This is an optimization exercise on Yosys and OpenROAD, whose aim is small area, not a production implementation. The RTL was checked by simulation tests, not by an equivalence proof against the original design. Power figures rest on the tool's default switching activity, not on a simulated workload.

[run.sh]
#!/bin/bash
# synth_recipe.tcl (not shown) runs the flow's synth.tcl, then flattens the netlist and writes it again
# the make line also repeats each setting of config.mk as NAME=value (left out here)
make -C /OpenROAD-flow-scripts/flow DESIGN_CONFIG=/design/flow/config.mk WORK_HOME=/design/flow/orfs CLKGATE_MAP_FILE= SYNTH_SCRIPT=/design/flow/synth_recipe.tcl finish
[config.mk]
export PLATFORM = sky130hd
export DESIGN_NAME = top_module
export DESIGN_NICKNAME = top_module
export VERILOG_FILES = /design/flow/design.v
export SDC_FILE = /design/flow/constraint.sdc
export NUM_CORES = 4
export LEC_CHECK = 0
export CAP_MARGIN = 20
export CORE_MARGIN = 2
export CORE_UTILIZATION = 40
export SLEW_MARGIN = 20
[constraint.sdc]
create_clock -name core_clock -period 10.0 [get_ports {clk}]
set_input_delay 2.0000 -clock core_clock [delete_from_list [all_inputs] [get_ports {clk}]]
set_output_delay 2.0000 -clock core_clock [all_outputs]
set_load 0.01 [all_outputs]
[design.v]
`timescale 1ns / 1ps
module clk_divider(
	input clk_in,
	input rst,
	output reg divided_clk,
	output tick
    );
parameter toggle_value = 1000000;
reg [24:0] cnt;
assign tick = (cnt==toggle_value) & ~divided_clk;
always@(posedge clk_in)
begin
	if (rst==0) begin
		cnt <= 0;
		divided_clk <= 0;
	end
	else begin
		if (cnt==toggle_value) begin
			cnt <= 0;
			divided_clk <= ~divided_clk;
		end
		else begin
			cnt <= cnt +1;
			divided_clk <= divided_clk;		
		end
	end
end
endmodule
`timescale 1ns / 1ps
module debouncer(
	input 		clk,
	input 		tick,  
	input 		rst,
	input 		noisy_in,  
	output reg 	clean_out  
    );
reg noisy_in_reg;
reg clean_out_tmp1;  
reg clean_out_tmp2;  
always@(posedge clk)
begin
	if (rst==1'b0) begin
		noisy_in_reg <= 0;
		clean_out_tmp1 <= 0;
		clean_out_tmp2 <= 0;
		clean_out <= 0;
	end
	else if (tick) begin
		noisy_in_reg <= noisy_in; 
		clean_out_tmp1 <= noisy_in_reg;
		clean_out_tmp2 <= clean_out_tmp1;
		clean_out <= ~clean_out_tmp2 & clean_out_tmp1;  
	end
end
endmodule
`timescale 1ns / 1ps
module ssd(clk,reset,a,b,c,d,e,f,g,p,
		a_out,b_out,c_out,d_out,e_out,f_out,g_out,p_out,
		an
          );
input clk, reset; 
input [7:0] a,b,c,d,e,f,g,p;
output reg a_out,b_out,c_out,d_out,e_out,f_out,g_out,p_out;
output reg [7:0] an;
reg [3:0] state; 
reg [19:0] counter; 
parameter scan_limit = 20'h186A0;
always @ (posedge clk) begin  
	if(reset==0) begin	 
		state <= 0;  
		counter <= 0;
	end 
	else begin  
		if(counter == scan_limit) begin	  
			if (state == 4'b1000) 
				state <= 1;
			else
				state <= state + 1;
			counter <= 0;
		end
		else
			counter <= counter + 1;  
	end
end
always@(posedge clk)
begin
	if(reset==0) 
	begin
		an[7:0] <= 8'b11111111;
		a_out <= 1;
		b_out  <= 1;
		c_out  <= 1;
		d_out  <= 1;
		e_out  <= 1;
		f_out  <= 1;
		g_out  <= 1;
		p_out  <= 1;
	end
	else if(state == 4'b0001) 
	begin
		an[7:0] <= 8'b11111110;
		a_out  <= a[0];
		b_out  <= b[0];
		c_out  <= c[0];
		d_out  <= d[0];
		e_out  <= e[0];
		f_out  <= f[0];
		g_out  <= g[0];
		p_out  <= p[0];
	end
	else if(state == 4'b0010) 
	begin
		an[7:0] <= 8'b11111101;
		a_out  <= a[1];
		b_out  <= b[1];
		c_out  <= c[1];
		d_out  <= d[1];
		e_out  <= e[1];
		f_out  <= f[1];
		g_out  <= g[1];
		p_out  <= p[1];
	end
	else if(state == 4'b0011) 
	begin
		an[7:0] <= 8'b11111011;
		a_out  <= a[2];
		b_out  <= b[2];
		c_out  <= c[2];
		d_out  <= d[2];
		e_out  <= e[2];
		f_out  <= f[2];
		g_out  <= g[2];
		p_out  <= p[2];
	end
	else if(state == 4'b0100)	
	begin
		an[7:0] <= 8'b11110111;
		a_out  <= a[3];
		b_out  <= b[3];
		c_out  <= c[3];
		d_out  <= d[3];
		e_out  <= e[3];
		f_out  <= f[3];
		g_out  <= g[3];
		p_out  <= p[3];
	end
	else if(state == 4'b0101)	
	begin
		an[7:0] <= 8'b11101111;
		a_out  <= a[4];
		b_out  <= b[4];
		c_out  <= c[4];
		d_out  <= d[4];
		e_out  <= e[4];
		f_out  <= f[4];
		g_out  <= g[4];
		p_out  <= p[4];
	end
	else if(state == 4'b0110)	
	begin
		an[7:0] <= 8'b11011111;
		a_out  <= a[5];
		b_out  <= b[5];
		c_out  <= c[5];
		d_out  <= d[5];
		e_out  <= e[5];
		f_out  <= f[5];
		g_out  <= g[5];
		p_out  <= p[5];
	end
	else if(state == 4'b0111)	
	begin
		an[7:0] <= 8'b10111111;
		a_out  <= a[6];
		b_out  <= b[6];
		c_out  <= c[6];
		d_out  <= d[6];
		e_out  <= e[6];
		f_out  <= f[6];
		g_out  <= g[6];
		p_out  <= p[6];
	end
	else if(state == 4'b1000)	
	begin
		an[7:0] <= 8'b01111111;
		a_out  <= a[7];
		b_out  <= b[7];
		c_out  <= c[7];
		d_out  <= d[7];
		e_out  <= e[7];
		f_out  <= f[7];
		g_out  <= g[7];
		p_out  <= p[7];
	end
	else  
	begin
		an[7:0] <= 8'b11111111;
		a_out  <= 1;
		b_out  <= 1;
		c_out  <= 1;
		d_out  <= 1;
		e_out  <= 1;
		f_out  <= 1;
		g_out  <= 1;
		p_out  <= 1;
	end
end
endmodule
`timescale 1ns / 1ps
module elevator(
input clk, tick, rst,
floor_0_p,
floor_1_p,
floor_2_p,
floor_3_p,
floor_4_p,
direction_1,
direction_2,
direction_3,
floor_0_d,
floor_1_d,
floor_2_d,
floor_3_d,
floor_4_d,
output reg led_inside_0,
led_inside_1,
led_inside_2,
led_inside_3,
led_inside_4,
led_outside_0,
led_outside_1,
led_outside_2,
led_outside_3,
led_outside_4,
led_busy,
output reg [7:0] a,b,c,d,e,f,g,p
);
parameter IDLE = 2'b00;
parameter UP = 2'b01;
parameter DOWN = 2'b10;
parameter limit = 8'b11111010;  
reg [7:0] timer;
reg [2:0] current_floor_info;
reg [1:0] STATE;
reg [1:0] NEXT_STATE;
reg [4:0] queue;
reg [2:0] wanted_floor_info;  
reg [7:0] timer_n;
reg [2:0] current_floor_info_n;
reg [1:0] NEXT_STATE_n;
reg [4:0] queue_n;
reg [2:0] wanted_floor_info_n;
reg led_busy_n;
reg led_inside_0_n, led_inside_1_n, led_inside_2_n, led_inside_3_n, led_inside_4_n;
reg led_outside_0_n, led_outside_1_n, led_outside_2_n, led_outside_3_n, led_outside_4_n;
always @(posedge clk)
begin
    if(rst==0) begin
        STATE<=IDLE;
    end
    else if(tick) begin
        STATE<=NEXT_STATE;
    end
end
always @(posedge clk)
begin
    if(rst==0) begin
        timer <= 0;
        current_floor_info <= 0;
        NEXT_STATE <= IDLE;
        queue <= 5'b00000;
        wanted_floor_info <= 3'b111;
        led_busy <= 0;
        {led_inside_0, led_inside_1, led_inside_2, led_inside_3, led_inside_4} <= 5'b0;
        {led_outside_0, led_outside_1, led_outside_2, led_outside_3, led_outside_4} <= 5'b0;
    end
    else if(tick) begin
        timer <= timer_n;
        current_floor_info <= current_floor_info_n;
        NEXT_STATE <= NEXT_STATE_n;
        queue <= queue_n;
        wanted_floor_info <= wanted_floor_info_n;
        led_busy <= led_busy_n;
        {led_inside_0, led_inside_1, led_inside_2, led_inside_3, led_inside_4} <=
            {led_inside_0_n, led_inside_1_n, led_inside_2_n, led_inside_3_n, led_inside_4_n};
        {led_outside_0, led_outside_1, led_outside_2, led_outside_3, led_outside_4} <=
            {led_outside_0_n, led_outside_1_n, led_outside_2_n, led_outside_3_n, led_outside_4_n};
    end
end
always @*
begin
    timer_n = timer;
    current_floor_info_n = current_floor_info;
    NEXT_STATE_n = NEXT_STATE;
    queue_n = queue;
    wanted_floor_info_n = wanted_floor_info;
    led_busy_n = led_busy;
    led_inside_0_n = led_inside_0; led_inside_1_n = led_inside_1; led_inside_2_n = led_inside_2;
    led_inside_3_n = led_inside_3; led_inside_4_n = led_inside_4;
    led_outside_0_n = led_outside_0; led_outside_1_n = led_outside_1; led_outside_2_n = led_outside_2;
    led_outside_3_n = led_outside_3; led_outside_4_n = led_outside_4;
    if(rst==0) begin
        timer_n=0;
        current_floor_info_n = 0;
    end
    else begin
        if(timer_n == limit) begin
            timer_n = 0;
            case(STATE)
                IDLE:
                begin
                end
                UP:
                begin
                    if(led_busy_n)
                    begin
                        if(current_floor_info_n == wanted_floor_info_n)
                        begin
                            NEXT_STATE_n = IDLE;
                            led_busy_n = 0;    
                            wanted_floor_info_n = 7;
                        end
                        else
                        begin
                            led_busy_n = 0;
                            queue_n[current_floor_info_n] = 0;
                        end
                    end
                    else 
                    begin
                        current_floor_info_n = current_floor_info_n + 1;
                        if(wanted_floor_info_n == current_floor_info_n)
                        begin
                            led_busy_n = 1;
                            if(current_floor_info_n == 1) begin
                                 led_outside_1_n = 0;
                                 led_inside_1_n = 0;
                            end
                            else if(current_floor_info_n == 2) begin
                                led_outside_2_n = 0;
                                led_inside_2_n = 0;
                            end
                            else if(current_floor_info_n == 3) begin
                                   led_outside_3_n = 0;
                                   led_inside_3_n = 0;
                            end
                            else if(current_floor_info_n == 0) begin
                                   led_outside_0_n = 0;
                                   led_inside_0_n = 0;
                            end    
                            else if(current_floor_info_n == 4) begin
                                   led_outside_4_n = 0;
                                   led_inside_4_n = 0;
                            end                                                  
                            else begin
                            end 
                        end
                        else
                        begin
                            if(queue_n[current_floor_info_n] == 1)
                            begin
                                led_busy_n = 1;
                                if(current_floor_info_n == 1) begin
                                     led_outside_1_n = 0;
                                     led_inside_1_n = 0;
                                end
                                else if(current_floor_info_n == 2) begin
                                    led_outside_2_n = 0;
                                    led_inside_2_n = 0;
                                end
                                else if(current_floor_info_n == 3) begin
                                       led_outside_3_n = 0;
                                       led_inside_3_n = 0;
                                end
                                else begin
                                end 
                            end
                            else
                            begin
                            end
                        end
                    end
                end
                DOWN:
                begin
                    if(led_busy_n)
                    begin
                        if(current_floor_info_n == wanted_floor_info_n)
                        begin
                            NEXT_STATE_n = IDLE;
                            led_busy_n = 0;    
                            wanted_floor_info_n = 7;                   
                        end
                        else
                        begin
                            led_busy_n = 0;
                            queue_n[current_floor_info_n] = 0;
                        end
                    end
                    else 
                    begin
                        current_floor_info_n = current_floor_info_n - 1;
                        if(wanted_floor_info_n == current_floor_info_n)
                        begin
                            led_busy_n = 1;
                            if(current_floor_info_n == 1) begin
                                 led_outside_1_n = 0;
                                 led_inside_1_n = 0;
                            end
                            else if(current_floor_info_n == 2) begin
                                led_outside_2_n = 0;
                                led_inside_2_n = 0;
                            end
                            else if(current_floor_info_n == 3) begin
                                   led_outside_3_n = 0;
                                   led_inside_3_n = 0;
                            end
                            else if(current_floor_info_n == 0) begin
                                   led_outside_0_n = 0;
                                   led_inside_0_n = 0;
                            end    
                            else if(current_floor_info_n == 4) begin
                                   led_outside_4_n = 0;
                                   led_inside_4_n = 0;
                            end                                                  
                            else begin
                            end 
                        end
                        else
                        begin
                            if(queue_n[current_floor_info_n] == 1)
                            begin
                                led_busy_n = 1;
                                if(current_floor_info_n == 1) begin
                                     led_outside_1_n = 0;
                                     led_inside_1_n = 0;
                                end
                                else if(current_floor_info_n == 2) begin
                                    led_outside_2_n = 0;
                                    led_inside_2_n = 0;
                                end
                                else if(current_floor_info_n == 3) begin
                                       led_outside_3_n = 0;
                                       led_inside_3_n = 0;
                                end
                                else begin
                                end 
                            end
                            else
                            begin
                            end
                        end
                    end
                end
                default:
                begin
                end
            endcase
        end
        else begin
             timer_n = timer_n + 1;
        end
    end
if (floor_0_p == 1) begin
    if(current_floor_info_n!=0)
    begin
        if(wanted_floor_info_n ==7)
        begin
            timer_n = 0;
            wanted_floor_info_n = 0;
            NEXT_STATE_n = DOWN;
            led_outside_0_n = 1;
        end
        else
        begin
        end
    end
    else
    begin
    end
end
else begin
end
if (floor_1_p == 1) begin
    if(wanted_floor_info_n == 7)
    begin
        if(current_floor_info_n!=1)
        begin
            timer_n = 0;
            wanted_floor_info_n = 1;
            led_outside_1_n = 1;
            if(current_floor_info_n>1)
            begin
                NEXT_STATE_n = DOWN;            
            end
            else
            begin
                NEXT_STATE_n = UP;
            end
        end
        else
        begin
        end
    end
    else 
    begin
        if(direction_1 == 1)
        begin
            if(wanted_floor_info_n>1 & current_floor_info_n<1)
            begin
                queue_n[1] = 1;
                led_outside_1_n = 1;
            end
            else
            begin
            end
       end
       else
       begin
            if(wanted_floor_info_n<1 & current_floor_info_n>1)
               begin
                   queue_n[1] = 1;
                   led_outside_1_n = 1;
               end
               else
               begin
               end           
       end
    end
end
else begin
end
    if (floor_2_p == 1) begin
        if(wanted_floor_info_n == 7)
        begin
            if(current_floor_info_n!=2)
                begin
                    timer_n = 0;
                    wanted_floor_info_n = 2;
                    led_outside_2_n = 1;
                    if(current_floor_info_n>2)
                    begin
                        NEXT_STATE_n = DOWN;            
                    end
                    else
                    begin
                        NEXT_STATE_n = UP;
                    end
                end
                else
                begin
                end           
        end
        else 
        begin
            if(direction_2 == 1)
            begin
                if(wanted_floor_info_n>2 & current_floor_info_n<2)
                begin
                    queue_n[2] = 1;
                    led_outside_2_n = 1;
                end
                else
                begin
                end
           end
           else
           begin
                if(wanted_floor_info_n<2 & current_floor_info_n>2)
                   begin
                       queue_n[2] = 1;
                       led_outside_2_n = 1;
                   end
                   else
                   begin
                   end           
           end
        end
    end
    else begin
    end
if (floor_3_p == 1) begin
    if(wanted_floor_info_n == 7)
    begin
        if(current_floor_info_n!=3)
            begin
                timer_n = 0;
                wanted_floor_info_n = 3;
                led_outside_3_n = 1;
                if(current_floor_info_n>3)
                begin
                    NEXT_STATE_n = DOWN;            
                end
                else
                begin
                    NEXT_STATE_n = UP;
                end
            end
            else
            begin
            end          
    end
    else 
    begin
        if(direction_3 == 1)
        begin
            if(wanted_floor_info_n>3 & current_floor_info_n<3)
            begin
                queue_n[3] = 1;
                led_outside_3_n = 1;
            end
            else
            begin
            end
       end
       else
       begin
            if(wanted_floor_info_n<3 & current_floor_info_n>3)
               begin
                   queue_n[3] = 1;
                   led_outside_3_n = 1;
               end
               else
               begin
               end           
       end
    end
end
else begin
end   
if (floor_4_p == 1) begin
    if(current_floor_info_n!=4)
    begin
        if(wanted_floor_info_n ==7)
        begin
            timer_n = 0;
            wanted_floor_info_n = 4;
            NEXT_STATE_n = UP;
            led_outside_4_n = 1;
        end
        else
        begin
        end
    end
    else
    begin
    end
end
else begin
end
if(floor_0_d == 1) 
begin
    if(current_floor_info_n!=0)
    begin
        if(wanted_floor_info_n == 7)  
        begin
            timer_n = 0;
            wanted_floor_info_n = 0;
            led_inside_0_n = 1;
            NEXT_STATE_n = DOWN;
        end
        else
        begin
        end
    end 
    else
    begin
    end
end
else
begin
end 
if(floor_1_d == 1)
begin
    if(wanted_floor_info_n == 7)
    begin
        if(current_floor_info_n!=1)
        begin
            timer_n = 0;
            led_inside_1_n = 1;
            wanted_floor_info_n = 1;
            if(current_floor_info_n<1)
            begin
                NEXT_STATE_n = UP;
            end
            else
            begin
                NEXT_STATE_n = DOWN;
            end
        end
        else
        begin
        end
    end
    else
    begin
        if(wanted_floor_info_n>current_floor_info_n)
        begin
            if(wanted_floor_info_n>1 & current_floor_info_n<1)
            begin
                queue_n[1] = 1;
                led_inside_1_n = 1;
            end
            else
            begin
            end
       end
       else
       begin
            if(wanted_floor_info_n<1 & current_floor_info_n>1)
            begin
               queue_n[1] = 1;
               led_inside_1_n = 1;
           end
           else
           begin
           end           
       end
    end     
end
else
begin
end
if(floor_2_d == 1)
begin
    if(wanted_floor_info_n == 7)
    begin
        if(current_floor_info_n!=2)
        begin
            timer_n = 0;
            wanted_floor_info_n = 2;
            led_inside_2_n = 1;
            if(current_floor_info_n<2)
            begin
                NEXT_STATE_n = UP;
            end
            else
            begin
                NEXT_STATE_n = DOWN;
            end
        end
        else
        begin
        end
    end
    else
    begin
        if(wanted_floor_info_n>current_floor_info_n)
        begin
            if(wanted_floor_info_n>2 & current_floor_info_n<2)
            begin
                queue_n[2] = 1;
                led_inside_2_n = 1;
            end
            else
            begin
            end
       end
       else
       begin
            if(wanted_floor_info_n<2 & current_floor_info_n>2)
            begin
               queue_n[2] = 1;
               led_inside_2_n = 1;
           end
           else
           begin
           end           
       end
    end     
end
else
begin
end 
if(floor_3_d == 1)
begin
    if(wanted_floor_info_n == 7)
    begin
        if(current_floor_info_n!=3)
        begin
            timer_n = 0;
            wanted_floor_info_n = 3;
            led_inside_3_n = 1;
            if(current_floor_info_n<3)
            begin
                NEXT_STATE_n = UP;
            end
            else
            begin
                NEXT_STATE_n = DOWN;
            end
        end
        else
        begin
        end
    end
    else
    begin
        if(wanted_floor_info_n>current_floor_info_n)
        begin
            if(wanted_floor_info_n>3 & current_floor_info_n<3)
            begin
                queue_n[3] = 1;
                led_inside_3_n = 1;
            end
            else
            begin
            end
       end
       else
       begin
            if(wanted_floor_info_n<3 & current_floor_info_n>3)
            begin
               queue_n[3] = 1;
               led_inside_3_n = 1;
           end
           else
           begin
           end           
       end
    end     
end
else
begin
end     
if(floor_4_d == 1) 
begin
   if(current_floor_info_n!=4)
   begin 
        if(wanted_floor_info_n == 7)  
        begin
            timer_n = 0;
            wanted_floor_info_n = 4;
            led_inside_4_n = 1;
            NEXT_STATE_n = UP;
        end
        else
        begin
        end
    end
    else
    begin
    end
end 
else
begin
end 
end
always @(posedge clk)
    if(rst==0) begin
        a <= 8'd1; b <= 8'd1; c <= 8'd1; d <= 8'd1;
        e <= 8'd1; f <= 8'd1; g <= 8'd1; p <= 8'd1;
    end
    else if(tick)
    case(STATE)
        IDLE:
            if(current_floor_info == 0) begin
                 a <= 8'b11110110;
                 b <= 8'b11001110;
                 c <= 8'b11001110;
                 d <= 8'b11101010;
                 e <= 8'b11100010;
                 f <= 8'b11110010;
                 g <= 8'b11100111;
                 p <= 8'b11111111;
            end
            else if(current_floor_info == 1) begin
                 a <= 8'b11110111;
                 b <= 8'b11001110;
                 c <= 8'b11001110;
                 d <= 8'b11101011;
                 e <= 8'b11100011;
                 f <= 8'b11110011;
                 g <= 8'b11100111;
                 p <= 8'b11111111;
            end 
            else if(current_floor_info == 2) begin
                 a <= 8'b11110110;
                 b <= 8'b11001110;
                 c <= 8'b11001111;
                 d <= 8'b11101010;
                 e <= 8'b11100010;
                 f <= 8'b11110011;
                 g <= 8'b11100110;
                 p <= 8'b11111111;
            end       
            else if(current_floor_info == 3) begin
                 a <= 8'b11110110;
                 b <= 8'b11001110;
                 c <= 8'b11001110;
                 d <= 8'b11101010;
                 e <= 8'b11100011;
                 f <= 8'b11110011;
                 g <= 8'b11100110;
                 p <= 8'b11111111;
            end  
            else if(current_floor_info == 4) begin
                 a <= 8'b11110111;
                 b <= 8'b11001110;
                 c <= 8'b11001110;
                 d <= 8'b11101011;
                 e <= 8'b11100011;
                 f <= 8'b11110010;
                 g <= 8'b11100110;
                 p <= 8'b11111111;
            end     
            else begin
                ;
            end
        UP:
            if(current_floor_info == 0) begin
                 a <= 8'b11100110;
                 b <= 8'b11001110;
                 c <= 8'b11011110;
                 d <= 8'b11011010;
                 e <= 8'b11010010;
                 f <= 8'b11000010;
                 g <= 8'b11100111;
                 p <= 8'b11111111;
            end
            else if(current_floor_info == 1) begin
                 a <= 8'b11100111;
                 b <= 8'b11001110;
                 c <= 8'b11011110;
                 d <= 8'b11011011;
                 e <= 8'b11010011;
                 f <= 8'b11000011;
                 g <= 8'b11100111;
                 p <= 8'b11111111;
            end 
            else if(current_floor_info == 2) begin
                 a <= 8'b11100110;
                 b <= 8'b11001110;
                 c <= 8'b11011111;
                 d <= 8'b11011010;
                 e <= 8'b11010010;
                 f <= 8'b11000011;
                 g <= 8'b11100110;
                 p <= 8'b11111111;
            end       
            else if(current_floor_info == 3) begin
                 a <= 8'b11100110;
                 b <= 8'b11001110;
                 c <= 8'b11011110;
                 d <= 8'b11011010;
                 e <= 8'b11010011;
                 f <= 8'b11000011;
                 g <= 8'b11100110;
                 p <= 8'b11111111;
            end  
            else if(current_floor_info == 4) begin
                 a <= 8'b11100111;
                 b <= 8'b11001110;
                 c <= 8'b11011110;
                 d <= 8'b11011011;
                 e <= 8'b11010011;
                 f <= 8'b11000010;
                 g <= 8'b11100110;
                 p <= 8'b11111111;
            end     
            else begin
                ;
            end            
        DOWN:
            if(current_floor_info == 0) begin
                 a <= 8'b11110110;
                 b <= 8'b11011110;
                 c <= 8'b11001110;
                 d <= 8'b11001010;
                 e <= 8'b11000010;
                 f <= 8'b11110010;
                 g <= 8'b11000111;
                 p <= 8'b11111111;
            end
            else if(current_floor_info == 1) begin
                 a <= 8'b11110111;
                 b <= 8'b11011110;
                 c <= 8'b11001110;
                 d <= 8'b11001011;
                 e <= 8'b11000011;
                 f <= 8'b11110011;
                 g <= 8'b11000111;
                 p <= 8'b11111111;
            end 
            else if(current_floor_info == 2) begin
                 a <= 8'b11110110;
                 b <= 8'b11011110;
                 c <= 8'b11001111;
                 d <= 8'b11001010;
                 e <= 8'b11000010;
                 f <= 8'b11110011;
                 g <= 8'b11000110;
                 p <= 8'b11111111;
            end       
            else if(current_floor_info == 3) begin
                 a <= 8'b11110110;
                 b <= 8'b11011110;
                 c <= 8'b11001110;
                 d <= 8'b11001010;
                 e <= 8'b11000011;
                 f <= 8'b11110011;
                 g <= 8'b11000110;
                 p <= 8'b11111111;
            end  
            else if(current_floor_info == 4) begin
                 a <= 8'b11110111;
                 b <= 8'b11011110;
                 c <= 8'b11001110;
                 d <= 8'b11001011;
                 e <= 8'b11000011;
                 f <= 8'b11110010;
                 g <= 8'b11000110;
                 p <= 8'b11111111;
            end     
            else begin
                ;
            end
        default:
            ;
    endcase 
endmodule
`timescale 1ns / 1ps
module top_module(
    input clk,
    rst,
    floor_0_p,
    floor_1_p,
    floor_2_p,
    floor_3_p,
    floor_4_p,
    direction_1,
    direction_2,
    direction_3,
    floor_0_d,
    floor_1_d,
    floor_2_d,
    floor_3_d,
    floor_4_d,
    output led_inside_0,
    led_inside_1,
    led_inside_2,
    led_inside_3,
    led_inside_4,
    led_outside_0,
    led_outside_1,
    led_outside_2,
    led_outside_3,
    led_outside_4,
    led_busy,
    a_out,b_out,c_out,d_out,e_out,f_out,g_out,p_out,
    output [7:0] an
);
    wire [7:0] a,b,c,d,e,f,g,p;
    wire clk50hz, tick;
    wire floor_0_p_clean, floor_1_p_clean, floor_2_p_clean, floor_3_p_clean, floor_4_p_clean;
    clk_divider #(.toggle_value(1)) divider(.clk_in(clk), .rst(rst), .divided_clk(clk50hz), .tick(tick));
    debouncer pb0(.clk(clk), .tick(tick), .rst(rst), .noisy_in(floor_0_p), .clean_out(floor_0_p_clean));
    debouncer pb1(.clk(clk), .tick(tick), .rst(rst), .noisy_in(floor_1_p), .clean_out(floor_1_p_clean));
    debouncer pb2(.clk(clk), .tick(tick), .rst(rst), .noisy_in(floor_2_p), .clean_out(floor_2_p_clean));
    debouncer pb3(.clk(clk), .tick(tick), .rst(rst), .noisy_in(floor_3_p), .clean_out(floor_3_p_clean));
    debouncer pb4(.clk(clk), .tick(tick), .rst(rst), .noisy_in(floor_4_p), .clean_out(floor_4_p_clean));
    ssd #(.scan_limit(20'd24)) seven_segment_display(clk,rst,a,b,c,d,e,f,g,p,
		a_out,b_out,c_out,d_out,e_out,f_out,g_out,p_out,
		an);
	elevator elev(
	clk,tick,rst,
	floor_0_p_clean,floor_1_p_clean,floor_2_p_clean,floor_3_p_clean,floor_4_p_clean,
	direction_1,direction_2,direction_3,
	floor_0_d,floor_1_d,floor_2_d,floor_3_d,floor_4_d,
	led_inside_0,led_inside_1,led_inside_2,led_inside_3,led_inside_4,
	led_outside_0,led_outside_1,led_outside_2,led_outside_3,led_outside_4, led_busy,
	a,b,c,d,e,f,g,p);
endmodule
==> flow_metrics.env <==
export IMPL_clk_latency_ns=0.43
export IMPL_grt_usage=0.199
export IMPL_die_area_um2=20800
export IMPL_whs_ns=0.450
export IMPL_run_status="finished clean"
export IMPL_yosysWarnings=4
export IMPL_die_h_um=144
export IMPL_grt_pass1_vias=6459
export IMPL_top_regs="divider.cnt x25, seven_segment_display.counter x20"
export IMPL_finalPower_uw=1450
export IMPL_grtUsageMet3=0.0460
export IMPL_required_ns=10.36
export IMPL_crit_slowest_cell="a311oi_1"
export IMPL_drt_wl_total_um=20600
export IMPL_skew_ns=0.0135
export IMPL_first_pass_iters=8
export IMPL_fin_nets=1068
export IMPL_crit_top_cell="buf_4"
export IMPL_initial_utilization=0.406
export IMPL_grt_max_degree=53
export IMPL_overflow=0
export IMPL_grt_pass1_wl_um=33100
export IMPL_crit_fanout=52
export IMPL_n_antenna_cell=0
export IMPL_post_synth_cell_area_avg_um2=7.85
export IMPL_synth_area_um2=7850
export IMPL_globalRouteMet2Util=0.310
export IMPL_crit_chain="clkdlybuf4s50_1, buf_4, inv_2, buf_4, a211oi_1, buf_4, inv_1, nand2_1, a311oi_1, nor3_4, and4_4, o41ai_4, inv_2, ha_1, a21oi_1, a31oi_1, or3b_2, o311ai_1, a211oi_1, nor2_1"
export IMPL_ys_seq_area_frac=0.349
export IMPL_power_share_sequential=0.408
export IMPL_drt_initial_drc_count=686
export IMPL_vias_per_cell=5.62
export IMPL_timing_slew_headroom=0.240
export IMPL_cts_hold_buf=0
export IMPL_cts_tree="built"
export IMPL_rsz0062_at_grt="false"
export IMPL_largest_register_ff_count=25
export IMPL_dominantRegCellSynth="dfxtp_1"
export IMPL_clockRootBuffer="clkbuf_16"
export IMPL_p_int_uw=1000
export IMPL_finalSetupTns_ns=0
export IMPL_clkPwrFrac=0.429
export IMPL_cp_arrival_ns=7.64
export IMPL_timing_max_cap_violations=0
export IMPL_power_density_nw_per_um2=161
export IMPL_ios=42
export IMPL_p_switching_uw=447
export IMPL_synthCells=1000
export IMPL_top_usage_layer="met2"
export IMPL_fin_crit_ns=7.29
export IMPL_rr_worst_depth=21
export IMPL_cts_resized=0
export IMPL_antenna_found_initial=0
export IMPL_clkTransAtPathRegs_ns=0.06
export IMPL_die_w_um=144
export IMPL_setup_viol=0
export IMPL_core_rowCount=51
export IMPL_use_met1=0.273
export IMPL_synthArstFlopShare=0
export IMPL_ys_ff_latch=137
export IMPL_critPathMaxStageDelay_ns=0.78
export IMPL_ant_nets=0
export IMPL_finalHoldViolCount=0
export IMPL_dr_total_vias=7301
export IMPL_syn_nets=1048
export IMPL_critPathKind="in -> reg"
export IMPL_fin_crit_sh=0.729
export IMPL_power_frac_comb=0.162
export IMPL_cts_buffer_depth=2
export IMPL_place_ws_ns=2.35
export IMPL_hold_class="reg -> reg"
export IMPL_p_leak_uw=0.00321
export IMPL_cts_htree_levels=4
export IMPL_irDropWorstVdd_mv=0.122
export IMPL_gp_congestion=0.936
export IMPL_cp_start_kind="input pin"
export IMPL_max_freq_ghz=0.137
export IMPL_tightest_slew_ns=1.13
export IMPL_dpl_hpwl_um=14600
export IMPL_core_area_um2=19300
export IMPL_postCtsSetupBuffers=0
export IMPL_synth_edf_count=0
export IMPL_largest_register="divider.cnt"
export IMPL_port_buffers=41
export IMPL_final_setup_worst_slack_ns=2.71
export IMPL_yosys_cell_types_count=89
export IMPL_area_growth_pct=14.6
export IMPL_wl_per_cell_um=15.8
export IMPL_cts_made_buffers=17
export IMPL_final_layout_size_suffix_gt1_frac=0.0745
export IMPL_hold_path_cell_count=2
export IMPL_clkSinkCount=137
export IMPL_critPathCaptureType="flip-flop"
export IMPL_drc=0
export IMPL_maxSlewViolCount=0
export IMPL_p_sw_frac=0.308
per-layer routing:
layer | vias up | wire length, um
met4 | 0 | 414
met3 | 42 | 1330
met2 | 234 | 9140
met1 | 3386 | 9680
li1 | 3639 | -
met5 | - | 0
cells in the final DEF, fill, tap and decap left out, types with 8 or more instances in the layout:
cell               n
nand2_1          137
dfxtp_1          137
nor2_1           122
a21oi_1           79
o21ai_0           55
nand3_1           42
clkdlybuf4s50_1   41
inv_1             35
ha_1              33
xor2_1            28
nand4_1           20
clkbuf_16         17
or3_1             16
nor3_1            16
xnor2_1           14
nor4_1            12
and3_1            11
and2_1            11
o211ai_1           9
buf_4              9
a31oi_1            8
o31ai_1            8
area by class of cell:
class	count	area, um^2
fillers	1929	10300
repair buffers	50	478
inverters	39	146
multi-input cells	775	4710
well taps	265	332
clock buffers	17	425
clock inverters	15	160
flip-flops and latches	137	2740
per-stage QoR:
| step | std cells | instance area (um^2) | util |
|---|---|---|---|
| 2_1_floorplan | 1000 | 7850 | - |
| 3_3_place_gp | 1266 | 8410 | 0.435 |
| 3_5_place_dp | 1266 | 8410 | 0.435 |
| 4_1_cts | 1298 | 8990 | 0.465 |
| 5_1_grt | 1298 | 8990 | 0.465 |
| 6_report | 1298 | 8990 | 0.465 |
critical path, delay by kind of cell:
kind,cells,cell delay [ns]
AO/OA/AOI/OAI,7,2.07
adder cells (fa/ha/maj),1,0.31
AND/OR/NAND/NOR,5,1.16
buffers and inverters,7,2.06
worst paths after layout:
path / endpoint / slack [ns] / start
setup / recovery: elev.led_inside_2$_SDFFE_PN0P_ / 2.71 / rst
hold / removal: pb2.clean_out_tmp2$_SDFFE_PN0P_ / 0.45 / pb2.clean_out_tmp2$_SDFFE_PN0P_
setup reg to reg: elev.led_inside_2$_SDFFE_PN0P_ / 3.36 / elev.current_floor_info[0]$_SDFFE_PN0P_
hold reg to reg: pb2.clean_out_tmp2$_SDFFE_PN0P_ / 0.45 / pb2.clean_out_tmp2$_SDFFE_PN0P_
cells in the mapped netlist, types with 4 or more instances:
cell type | n | share of area
o211ai_1 | 9 | 0.0086
or2_2 | 6 | 0.0048
o22ai_1 | 7 | 0.0056
a211oi_1 | 5 | 0.0048
nand3_1 | 42 | 0.027
xnor2_1 | 14 | 0.016
o21a_1 | 4 | 0.0038
buf_6 | 5 | 0.0072
nand3b_1 | 7 | 0.0067
and3_1 | 11 | 0.0088
inv_1 | 36 | 0.017
nor4_1 | 12 | 0.0096
ha_1 | 33 | 0.053
o31ai_1 | 8 | 0.0077
nand2_1 | 137 | 0.066
o21ai_0 | 56 | 0.036
nor3_1 | 17 | 0.011
mux2i_1 | 7 | 0.0089
clkbuf_1 | 28 | 0.013
dfxtp_1 | 137 | 0.35
and2_1 | 11 | 0.0088
o2111ai_1 | 5 | 0.0056
nand4_1 | 20 | 0.016
nor3b_1 | 5 | 0.0048
a21oi_1 | 79 | 0.050
o32ai_1 | 4 | 0.0045
or3_1 | 16 | 0.013
xor2_1 | 28 | 0.031
buf_4 | 6 | 0.0057
nor2_1 | 122 | 0.058
a22oi_1 | 7 | 0.0067
a31oi_1 | 8 | 0.0064
a2111oi_0 | 4 | 0.0045
nor2b_1 | 6 | 0.0048
buf_2 | 7 | 0.0045
power by group through the flow:
stage	combinational [uW]	clock (uW)	sequential (uW)
after floorplan	179	0	594
after global placement	234	0	605
after detailed placement	233	0	605
after CTS	234	636	593
after global routing	262	663	596
final	236	623	593
logic make-up (layout without fill, tap and decap cells):
family                   Yosys count  after routing  synth area share
XOR/XNOR                          42             42            0.0469
buffers and inverters             88            121            0.0513
AO/OA/AOI/OAI                    253            253             0.217
adder cells (fa/ha/maj)           34             34            0.0539
flip-flops                       137            137             0.349
multiplexers                      10             10            0.0161
AND/OR/NAND/NOR                  436            436             0.266

## static timing again, ports no longer ideal
No port has a modelled driver above. Below, the same layout with a new extraction and two added sets of constraints. Step 1 (the two cells are an assumption about what drives the block):
set clk [get_ports {clk}]
set_driving_cell -lib_cell sky130_fd_sc_hd__clkbuf_16 $clk
set_driving_cell -lib_cell sky130_fd_sc_hd__buf_2 [delete_from_list [all_inputs] $clk]
Step 2 adds t to the input delays and takes it off the output delays; t is the mean of the earliest and latest rising clock arrival at the registers after step 1. Input paths then give back, and output paths get back, about the clock's delay inside the block. a / b / c = no drivers / after step 1 / after step 2; a / b = the first two.
shift t [ns]: 0.464
setup WS [ns]: 2.715 / 2.732 / 2.268
hold slack, ns: 0.450 / 0.450 / 0.450
worst setup path after step 2: input to register
slew at the worst register clock pin (ns): 0.08 / 0.08
After both steps setup and hold are still met in this run. For this run, drivers alone change the setup slack by +0.017 ns; drivers and shift together by -0.447 ns.
